Source: an optimization exercise on an open RTL-to-GDS flow (aim: small area). Production flows keep margins and buffers that such runs may drop.
In this exercise RTL edits were held to simulation tests only and were not proved equivalent to the original.
No activity file was given, so power comes from the tool's default toggle rates. The clock port is modelled as an ideal driver; clocking choices that lean on that would not hold on a real chip.

P:
// conv
module conv(
  input clk,
  input reset,
  input [15:0] pxl_in,
  output [15:0] pxl_out,
  output [9:0] count,
  output valid
);
export LEC_CHECK = 0
export ABC_AREA = 0
export CAP_MARGIN = 0
export CORE_MARGIN = 2
export CORE_UTILIZATION = 45
export CTS_CLUSTER_DIAMETER = 150
export CTS_CLUSTER_SIZE = 25
export GPL_TIMING_DRIVEN = 0
export SLEW_MARGIN = 0
export SYNTH_HIERARCHICAL = 1
create_clock -name core_clock -period 7.5 [get_ports {clk}]
standard.sh (not shown) runs the stock make flow with config.mk's settings and CLKGATE_MAP_FILE= SYNTH_SCRIPT=/design/flow/synth_recipe.tcl, a recipe that flattens the netlist after the stock synthesis.
==> flow/flow/run.sh <==
#!/bin/bash
# The standard layout (standard.sh) with two changes: the port buffers are
# the two-strength buffer cell, and clock tree synthesis puts up to 30 flip-flops
# (within 70 um) on one leaf buffer and adds no dummy loads.
# ORFS writes each step's full log under orfs/logs/; make's output goes to
# standard.log.
set -euo pipefail
export BUFFER_PORTS_ARGS="-buffer_cell sky130_fd_sc_hd__buf_2"
export CTS_ARGS="-sink_clustering_enable -repair_clock_nets -dont_use_dummy_load -sink_clustering_size 30 -sink_clustering_max_diameter 70"
bash standard.sh > standard.log 2>&1
P ran to completion and came out clean on the timing, design-rule and antenna checks.
Input-level comparison between Q and P:
# P
export LEC_CHECK = 0
export ABC_AREA = 0
export CAP_MARGIN = 0
export CORE_MARGIN = 2
export CORE_UTILIZATION = 45
export CTS_CLUSTER_DIAMETER = 150
export CTS_CLUSTER_SIZE = 25
export GPL_TIMING_DRIVEN = 0
export SLEW_MARGIN = 0
export SYNTH_HIERARCHICAL = 1
create_clock -name core_clock -period 7.5 [get_ports {clk}]
# Q
export LEC_CHECK = 0
export ABC_AREA = 0
export CAP_MARGIN = 0
export CORE_MARGIN = 2
export CORE_UTILIZATION = 40
export CTS_CLUSTER_DIAMETER = 150
export CTS_CLUSTER_SIZE = 25
export GPL_TIMING_DRIVEN = 0
export SLEW_MARGIN = 0
export SYNTH_HIERARCHICAL = 1
create_clock -name core_clock -period 7.5 [get_ports {clk}]
==> flow/flow/run.sh <==
#!/bin/bash
# The standard layout (standard.sh) with two changes: the port buffers are
# the two-strength buffer cell, and clock tree synthesis puts up to 33 flip-flops
# (within 90 um) on one leaf buffer and adds no dummy loads.
# ORFS writes each step's full log under orfs/logs/; make's output goes to
# standard.log.
set -euo pipefail
export BUFFER_PORTS_ARGS="-buffer_cell sky130_fd_sc_hd__buf_2"
export CTS_ARGS="-sink_clustering_enable -repair_clock_nets -dont_use_dummy_load -sink_clustering_size 33 -sink_clustering_max_diameter 90"
bash standard.sh > standard.log 2>&1
[summary]
Clock share of power in Q is 1.1 points lower than in P
P → Q: power went down by 0.18 mW; cell area was more or less identical.
As far as fraction of standard cell area that is sequential is concerned, P and Q perform about the same.
## Diff of input files: R against Q
==> flow/flow/run.sh <==
#!/bin/bash
# The standard layout (standard.sh) with two changes: the port buffers are
# the smallest buffer cell, and clock tree synthesis puts up to 35 flip-flops
# (within 90 um) on one leaf buffer and adds no dummy loads.
# ORFS writes each step's full log under orfs/logs/; make's output goes to
# standard.log.
set -euo pipefail
export BUFFER_PORTS_ARGS="-buffer_cell sky130_fd_sc_hd__buf_1"
export CTS_ARGS="-sink_clustering_enable -repair_clock_nets -dont_use_dummy_load -sink_clustering_size 35 -sink_clustering_max_diameter 90"
bash standard.sh > standard.log 2>&1
[summary]
Comparing R and Q, the lower cell depth of the worst setup path was measured on Q. R against Q: least setup slack across all paths after layout now sits at about the same level, area added between synthesis and finish now sits at about the same level, first-pass GRT wire length now sits higher, switching power now sits higher, register-to-register slack now sits lower. Cmp R and Q / worst stage delay on the critical path / higher: Q. Comparing R against Q, there is no change at all in summed negative setup slack over all endpoints.
Here is what was changed in the inputs of S compared with R.
==> flow/run.sh (new file) <==
#!/bin/bash
# synth_recipe.tcl (not shown) runs the flow's synth.tcl, then flattens the netlist and writes it again
# the make line also repeats each setting of config.mk as NAME=value (left out here)
make -C /OpenROAD-flow-scripts/flow DESIGN_CONFIG=/design/flow/config.mk WORK_HOME=/design/flow/orfs CLKGATE_MAP_FILE= SYNTH_SCRIPT=/design/flow/synth_recipe.tcl finish
removed: flow/flow/run.sh
removed: flow/standard.sh
==> comparison <==
- S completed; timing, DRC and antenna clean
- Per the comparison of S with R, pin count of the biggest net entering global routing has decreased, worst setup slack rose by 15 ps, via count grew by 56, worst endpoint required time shows no meaningful change.
- Layout-stage area growth over the synthesis result (lower): R
- Comparing S and R, the lower time the final worst path needs with I/O delays and setup was measured on S.
- Placement-stage worst setup slack was higher in the run labelled R.
- Count of clock-net buffers in the final layout of S exceeds that of R by more than a quarter.
- S gives more clock power than R did.

---

conv, a different RTL version from the one above (not shown whole).
Size: about 1300 cells after synthesis, about 960 flip-flops.
export LEC_CHECK = 0
export ABC_AREA = 0
export CAP_MARGIN = 0
export CORE_MARGIN = 2
export CORE_UTILIZATION = 40
export CTS_CLUSTER_DIAMETER = 150
export CTS_CLUSTER_SIZE = 25
export GPL_TIMING_DRIVEN = 0
export SLEW_MARGIN = 0
export SYNTH_HIERARCHICAL = 1
create_clock -name core_clock -period 7.5 [get_ports {clk}]
==> flow/flow/run.sh <==
#!/bin/bash
# The standard layout (standard.sh) with two changes: the port buffers are
# the two-strength buffer cell (buf_2), and clock tree synthesis puts up to 33 flip-flops
# (within 90 um) on one leaf buffer and adds no dummy loads.
# ORFS writes each step's full log under orfs/logs/; make's output goes to
# standard.log.
set -euo pipefail
export BUFFER_PORTS_ARGS="-buffer_cell sky130_fd_sc_hd__buf_2"
export CTS_ARGS="-sink_clustering_enable -repair_clock_nets -dont_use_dummy_load -sink_clustering_size 33 -sink_clustering_max_diameter 90"
bash standard.sh > standard.log 2>&1
The first run passed the timing, design-rule and antenna checks.
Then changed:
==> flow/flow/run.sh (replaced) <==
#!/bin/bash
# The standard layout (standard.sh) with two changes: the port buffers are
# the two-strength buffer cell (buf_2), and clock tree synthesis puts up to 31 flip-flops
# (within 80 um) on one leaf buffer and adds no dummy loads.
# ORFS writes each step's full log under orfs/logs/; make's output goes to
# standard.log.
set -euo pipefail
export BUFFER_PORTS_ARGS="-buffer_cell sky130_fd_sc_hd__buf_2"
export CTS_ARGS="-sink_clustering_enable -repair_clock_nets -dont_use_dummy_load -sink_clustering_size 31 -sink_clustering_max_diameter 80"
bash standard.sh > standard.log 2>&1
PLACE_DENSITY = 0.75   (was not set)
What happened: The new run finished clean. Non-clock buffer count is lower by 3. Setup slack improved by 0.024 ns. Combinational power hardly moves. First-iteration DRC count goes down by 16%. Routed wire length rose by 1.0%. Via count is about the same.

---

Another version of the RTL of conv (not shown whole).
Size in the first run: about 1,300 cells after synthesis, about 960 flip-flops, roughly 45 I/O pins, about 25,000 µm² of cells after synthesis.
==> flow/config.mk <==
export PLATFORM = sky130hd
export DESIGN_NAME = conv
export DESIGN_NICKNAME = conv
export VERILOG_FILES = /design/flow/design.v
export SDC_FILE = /design/flow/constraint.sdc
export NUM_CORES = 4
export LEC_CHECK = 0
export ABC_AREA = 0
export CAP_MARGIN = 0
export CORE_MARGIN = 2
export CORE_UTILIZATION = 40
export CTS_CLUSTER_DIAMETER = 150
export CTS_CLUSTER_SIZE = 25
export GPL_TIMING_DRIVEN = 0
export SLEW_MARGIN = 0
export SYNTH_HIERARCHICAL = 1
==> flow/constraint.sdc <==
create_clock -name core_clock -period 7.5 [get_ports {clk}]
set_input_delay 1.5000 -clock core_clock [delete_from_list [all_inputs] [get_ports {clk}]]
set_output_delay 1.5000 -clock core_clock [all_outputs]
set_load 0.01 [all_outputs]
==> flow/flow/run.sh <==
#!/bin/bash
# The standard layout (standard.sh) with two changes: the port buffers are
# the two-strength buffer cell (buf_2), and clock tree synthesis puts up to 31 flip-flops
# (within 85 um) on one leaf buffer and adds no dummy loads.
# ORFS writes each step's full log under orfs/logs/; make's output goes to
# standard.log.
set -euo pipefail
export BUFFER_PORTS_ARGS="-buffer_cell sky130_fd_sc_hd__buf_2"
export CTS_ARGS="-sink_clustering_enable -repair_clock_nets -dont_use_dummy_load -sink_clustering_size 31 -sink_clustering_max_diameter 85"
bash standard.sh > standard.log 2>&1
Rerun with:
==> flow/flow/run.sh (replaced) <==
#!/bin/bash
# The standard layout (standard.sh) with two changes: the port buffers are
# the two-strength buffer cell (buf_2), and clock tree synthesis puts up to 33 flip-flops
# (within 90 um) on one leaf buffer and adds no dummy loads.
# ORFS writes each step's full log under orfs/logs/; make's output goes to
# standard.log.
set -euo pipefail
export BUFFER_PORTS_ARGS="-buffer_cell sky130_fd_sc_hd__buf_2"
export CTS_ARGS="-sink_clustering_enable -repair_clock_nets -dont_use_dummy_load -sink_clustering_size 33 -sink_clustering_max_diameter 90"
bash standard.sh > standard.log 2>&1
CORE_UTILIZATION = 48   (was 40)
After rerunning: The new run finished with timing, DRC and antenna clean. Via count drops by 1.7%. First-iteration DRC count rose by 7.0%. Power falls by 0.95%. Count of clock-buffer cells in the layout came out lower by 2. Area after synthesis stays the same. Worst setup slack is better by 22 ps. Wire length falls by 0.66%. Design area falls by 1.1%.

---

## willow
Starting RTL as in the previous note.
==> flow/design.v (excerpt) <==
module conv(
  input clk,
  input reset,
  input [15:0] pxl_in,
  output [15:0] pxl_out,
  output [9:0] count,
  output valid
);
Settings: LEC_CHECK=0, ABC_AREA=0, CAP_MARGIN=0, CORE_MARGIN=2, CORE_UTILIZATION=48, CTS_CLUSTER_DIAMETER=150, CTS_CLUSTER_SIZE=25, GPL_TIMING_DRIVEN=0, SLEW_MARGIN=0, SYNTH_HIERARCHICAL=1; clock period 7.5 ns.
==> flow/flow/run.sh <==
#!/bin/bash
# The standard layout (standard.sh) with two changes: the port buffers are
# the two-strength buffer cell (buf_2), and clock tree synthesis puts up to 33 flip-flops
# (within 90 um) on one leaf buffer (clkbuf_16), builds the levels above the
# leaves from clkbuf_8, and adds no dummy loads.
# ORFS writes each step's full log under orfs/logs/; make's output goes to
# standard.log.
set -euo pipefail
export BUFFER_PORTS_ARGS="-buffer_cell sky130_fd_sc_hd__buf_2"
export CTS_ARGS="-sink_clustering_enable -repair_clock_nets -dont_use_dummy_load -sink_clustering_size 33 -sink_clustering_max_diameter 90 -root_buf sky130_fd_sc_hd__clkbuf_8 -buf_list sky130_fd_sc_hd__clkbuf_8 -sink_clustering_buffer sky130_fd_sc_hd__clkbuf_16"
bash standard.sh > standard.log 2>&1
willow reached the final stage; the timing, design-rule and antenna checks on its layout passed.
The following lists how fjord was set up differently from willow:
diff --git a/flow/flow/run.sh b/flow/flow/run.sh
--- a/flow/flow/run.sh
+++ b/flow/flow/run.sh
@@ -4,2 +4 @@
-# (within 90 um) on one leaf buffer (clkbuf_16), builds the levels above the
-# leaves from clkbuf_8, and adds no dummy loads.
+# (within 90 um) on one leaf buffer and adds no dummy loads.
Findings:
- Compared with willow, in fjord number of placed cells counting well taps ~0 delta, total of endpoints with negative setup slack in the final report ~0 delta, fraction of area in multi-input gates ~0 delta, ratio of final minimum period to clock period ~0 delta.

separate check: timing with driven ports:
How much do the figures lean on ideal ports? The routed layouts below were timed once more, with nothing changed but the port constraints.
Step 1 assumes that a clkbuf_16 drives the clock port and a buf_2 every other input.
Step 2 adds t to the input delays and takes it off the output delays; t is the mean of the earliest and latest rising clock arrival at the registers after step 1. Input paths then give back, and output paths get back, about the clock's delay inside the block.
Three values: ideal, step 1, step 2; two values: the first two.
| run | t, ns | setup WS [ns] | hold slack, ns |
|---|---|---|---|
| P | 0.615 | 0.187 / 0.198 / -0.418 | 0.271 / 0.271 / 0.271 |
| Q | 0.623 | 0.186 / 0.213 / -0.411 | 0.309 / 0.308 / 0.308 |
| R | 0.618 | 0.186 / 0.202 / -0.416 | 0.320 / 0.320 / 0.320 |
| S | 0.633 | 0.201 / 0.206 / -0.427 | 0.312 / 0.312 / 0.312 |
| the first run of note 2 | 0.601 | 0.107 / 0.133 / -0.468 | 0.305 / 0.305 / 0.305 |
| the second run of note 2 | 0.601 | 0.131 / 0.160 / -0.441 | 0.287 / 0.287 / 0.287 |
| the first run of note 3 | 0.613 | 0.139 / 0.161 / -0.452 | 0.303 / 0.303 / 0.303 |
| the second run of note 3 | 0.611 | 0.161 / 0.181 / -0.430 | 0.282 / 0.282 / 0.282 |
| willow | 0.700 | 0.215 / 0.244 / -0.456 | 0.282 / 0.282 / 0.282 |
| fjord | 0.700 | 0.215 / 0.244 / -0.456 | 0.282 / 0.282 / 0.282 |
Met with ideal ports but missed after step 2: setup timing in every run listed.
